This is an optimization exercise on Yosys and OpenROAD, whose aim is small area, not a production implementation. In this exercise RTL edits were held to simulation tests only and were not proved equivalent to the original.

## MatrixMultiplier
module MatrixMultiplier
    #(
        parameter WIDTH = 16
    )(
        input                            NRST,CLK,START,
        input      signed [WIDTH - 1: 0] A,B,
        output     signed [2*WIDTH  : 0] OUT,
        output                           OUT_STROBE
    );
export LEC_CHECK = 0
export CAP_MARGIN = 20
export CORE_MARGIN = 2
export CORE_UTILIZATION = 60
export CTS_BUF_LIST = sky130_fd_sc_hd__clkbuf_4 sky130_fd_sc_hd__clkbuf_8
export SLEW_MARGIN = 20
export SYNTH_HIERARCHICAL = 1
create_clock -name core_clock -period 7.5 [get_ports {CLK}]
standard.sh (not shown) runs the stock make flow with config.mk's settings and CLKGATE_MAP_FILE= SYNTH_SCRIPT=/design/flow/synth_recipe.tcl, a recipe that flattens the netlist after the stock synthesis.
==> flow/flow/run.sh <==
#!/bin/bash
# Layout flow: the standard ORFS flow (standard.sh, standard synthesis unchanged) with
# these changes:
#  1. after synthesis, flow/downsize.py sets the combinational cells ABC upsized back to their
#     drive-strength-1 variant (same footprint and function); repair_design / repair_timing in
#     the later steps size up again where timing needs it. Flip-flops are not touched.
#  2. buffer_ports gives every input and output port a sky130_fd_sc_hd__buf_2 instead of the
#     delay buffer it picks by default; after global placement, flow/portbuf.tcl sets the
#     output port buffers, and the input port buffers that feed few cells, to buf_1.
# Each step's full output goes to a log file in this folder.
set -euo pipefail
ARGS=("BUFFER_PORTS_ARGS=-buffer_cell sky130_fd_sc_hd__buf_2")
R=orfs/results/${FLOW_PLATFORM:-sky130hd}/MatrixMultiplier/base
bash standard.sh "${ARGS[@]}" synth > flow_synth.log 2>&1
python3 flow/downsize.py "$FLOW_HOME/platforms/sky130hd/lib/sky130_fd_sc_hd__tt_025C_1v80.lib" \
  "$R/1_2_yosys.v" > flow_downsize.log 2>&1
rm -f "$R/1_synth.odb"
bash standard.sh "${ARGS[@]}" 3_3_place_gp > flow_place_gp.log 2>&1
PORTBUF_ODB="$R/3_3_place_gp.odb" openroad -no_init -exit flow/portbuf.tcl > flow_portbuf.log 2>&1
bash standard.sh "${ARGS[@]}" finish > flow_finish.log 2>&1
==> flow/flow/portbuf.tcl <==
# Gives the port buffers that buffer_ports inserted (all sky130_fd_sc_hd__buf_2) a smaller
# drive where a smaller one does: sky130_fd_sc_hd__buf_1 on every output port (each drives only
# the port's load) and on the inputs that feed few cells. The following repair_design and
# repair_timing steps size them up again where needed. Every port keeps its buffer.
# usage: openroad -no_init -exit portbuf.tcl  (env PORTBUF_ODB = the odb to edit in place)
set odb $::env(PORTBUF_ODB)
read_db $odb
set db [ord::get_db]
set block [ord::get_db_block]
set small [$db findMaster sky130_fd_sc_hd__buf_1]
set n 0
foreach inst [$block getInsts] {
  set name [$inst getName]
  set master [[$inst getMaster] getName]
  if { $master ne "sky130_fd_sc_hd__buf_2" } { continue }
  if { [string match "output*" $name] } {
    $inst swapMaster $small
    incr n
  } elseif { [string match "input*" $name] } {
    set out [$inst findITerm X]
    set net [$out getNet]
    if { $net ne "NULL" && [llength [$net getITerms]] <= 5 } {
      $inst swapMaster $small
      incr n
    }
  }
}
puts "portbuf: $n port buffers set to sky130_fd_sc_hd__buf_1"
write_db $odb
Other scripts of this flow, unchanged in this note and not shown: flow/flow/downsize.py
Change:
==> flow/flow/run.sh (replaced) <==
#!/bin/bash
# Layout flow: the standard ORFS flow (standard.sh, standard synthesis unchanged) with two
# changes:
#  1. after synthesis, flow/downsize.py sets the combinational cells ABC upsized back to their
#     drive-strength-1 variant (same footprint and function); repair_design / repair_timing in
#     the later steps size up again where timing needs it. Flip-flops are not touched.
#  2. buffer_ports gives every input and output port a sky130_fd_sc_hd__buf_2 instead of the
#     delay buffer it picks by default.
# Each step's full output goes to a log file in this folder.
set -euo pipefail
ARGS=("BUFFER_PORTS_ARGS=-buffer_cell sky130_fd_sc_hd__buf_2")
R=orfs/results/${FLOW_PLATFORM:-sky130hd}/MatrixMultiplier/base
bash standard.sh "${ARGS[@]}" synth > flow_synth.log 2>&1
python3 flow/downsize.py "$FLOW_HOME/platforms/sky130hd/lib/sky130_fd_sc_hd__tt_025C_1v80.lib" \
  "$R/1_2_yosys.v" > flow_downsize.log 2>&1
rm -f "$R/1_synth.odb"
bash standard.sh "${ARGS[@]}" finish > flow_finish.log 2>&1
removed: flow/flow/portbuf.tcl
Result:
- utilization is higher by 0.51 points
- routed wire length came out lower slightly
- die area does not change
- critical path depth stays the same
- area after synthesis is unchanged
- via count goes down slightly
- final cell count does not change
- worst setup slack degrades by 19 ps
Change:
--- a/flow/flow/run.sh
+++ b/flow/flow/run.sh
@@ -1,10 +1,11 @@
 #!/bin/bash
-# Layout flow: the standard ORFS flow (standard.sh, standard synthesis unchanged) with two
-# changes:
+# Layout flow: the standard ORFS flow (standard.sh, standard synthesis unchanged) with
+# these changes:
 #  1. after synthesis, flow/downsize.py sets the combinational cells ABC upsized back to their
 #     drive-strength-1 variant (same footprint and function); repair_design / repair_timing in
 #     the later steps size up again where timing needs it. Flip-flops are not touched.
 #  2. buffer_ports gives every input and output port a sky130_fd_sc_hd__buf_2 instead of the
-#     delay buffer it picks by default.
+#     delay buffer it picks by default; after global placement, flow/portbuf.tcl sets the
+#     output port buffers, and the input port buffers that feed few cells, to buf_1.
 # Each step's full output goes to a log file in this folder.
 set -euo pipefail
@@ -15,3 +16,5 @@
   "$R/1_2_yosys.v" > flow_downsize.log 2>&1
 rm -f "$R/1_synth.odb"
+bash standard.sh "${ARGS[@]}" 3_3_place_gp > flow_place_gp.log 2>&1
+PORTBUF_ODB="$R/3_3_place_gp.odb" openroad -no_init -exit flow/portbuf.tcl > flow_portbuf.log 2>&1
 bash standard.sh "${ARGS[@]}" finish > flow_finish.log 2>&1
==> flow/flow/portbuf.tcl (new file) <==
# Gives the port buffers that buffer_ports inserted (all sky130_fd_sc_hd__buf_2) a smaller
# drive where a smaller one does: sky130_fd_sc_hd__buf_1 on every output port (each drives only
# the port's load) and on the inputs that feed few cells. The following repair_design and
# repair_timing steps size them up again where needed. Every port keeps its buffer.
# usage: openroad -no_init -exit portbuf.tcl  (env PORTBUF_ODB = the odb to edit in place)
set odb $::env(PORTBUF_ODB)
read_db $odb
set db [ord::get_db]
set block [ord::get_db_block]
set small [$db findMaster sky130_fd_sc_hd__buf_1]
set n 0
foreach inst [$block getInsts] {
  set name [$inst getName]
  set master [[$inst getMaster] getName]
  if { $master ne "sky130_fd_sc_hd__buf_2" } { continue }
  if { [string match "output*" $name] } {
    $inst swapMaster $small
    incr n
  } elseif { [string match "input*" $name] } {
    set out [$inst findITerm X]
    set net [$out getNet]
    if { $net ne "NULL" && [llength [$net getITerms]] <= 5 } {
      $inst swapMaster $small
      incr n
    }
  }
}
puts "portbuf: $n port buffers set to sky130_fd_sc_hd__buf_1"
write_db $odb
- GPL_TIMING_DRIVEN: unset -> 0
After rerunning: Wire length falls by a few percent; worst hold slack got worse by 13 ps; setup slack degrades by 85 ps; core utilization shrinks by 1.5 points; fmax fell slightly; synthesized area stays the same.
Change:
- PLACE_DENSITY: unset -> 0.8
=> Flip-flop and latch count stays the same. Utilization shrinks by 0.23 points. Clock skew grows by 6.3 ps. Wire length rose by a few percent. Worst setup slack degrades by 120 ps. Global-route usage is higher by 0.56 points. Die area does not change.

-- re-timing with driven ports --
In the flow no input, the clock included, has a driving cell. The finished layouts below were timed again as built, in two steps.
Step 1 assumes that a clkbuf_16 drives the clock port and a buf_2 every other input.
Step 2, shift: input delay + t, output delay - t, t = (earliest + latest rising clock arrival at the registers) / 2. This alone moves slack from input paths to output paths.
Slacks: ideal / step 1 / step 2; pairs: ideal / step 1.
| run | shift t [ns] | setup WS [ns] | hold WS [ns] | latest minus earliest clock arrival (ns) | worst data-port slew with drivers (ns) |
|---|---|---|---|---|---|
| the first run | 0.356 | 0.421 / 0.432 / 0.075 | 0.497 / 0.497 / 0.497 | 0.009 / 0.009 | 0.04 |
| the second run | 0.358 | 0.402 / 0.414 / 0.056 | 0.503 / 0.503 / 0.503 | 0.010 / 0.010 | 0.04 |
| the third run | 0.351 | 0.317 / 0.332 / -0.019 | 0.490 / 0.490 / 0.490 | 0.004 / 0.004 | 0.05 |
| the fourth run | 0.350 | 0.202 / 0.211 / -0.139 | 0.486 / 0.486 / 0.486 | 0.010 / 0.010 | 0.04 |
With both steps, setup timing fails in the third run and the fourth run, where it was met with ideal ports.
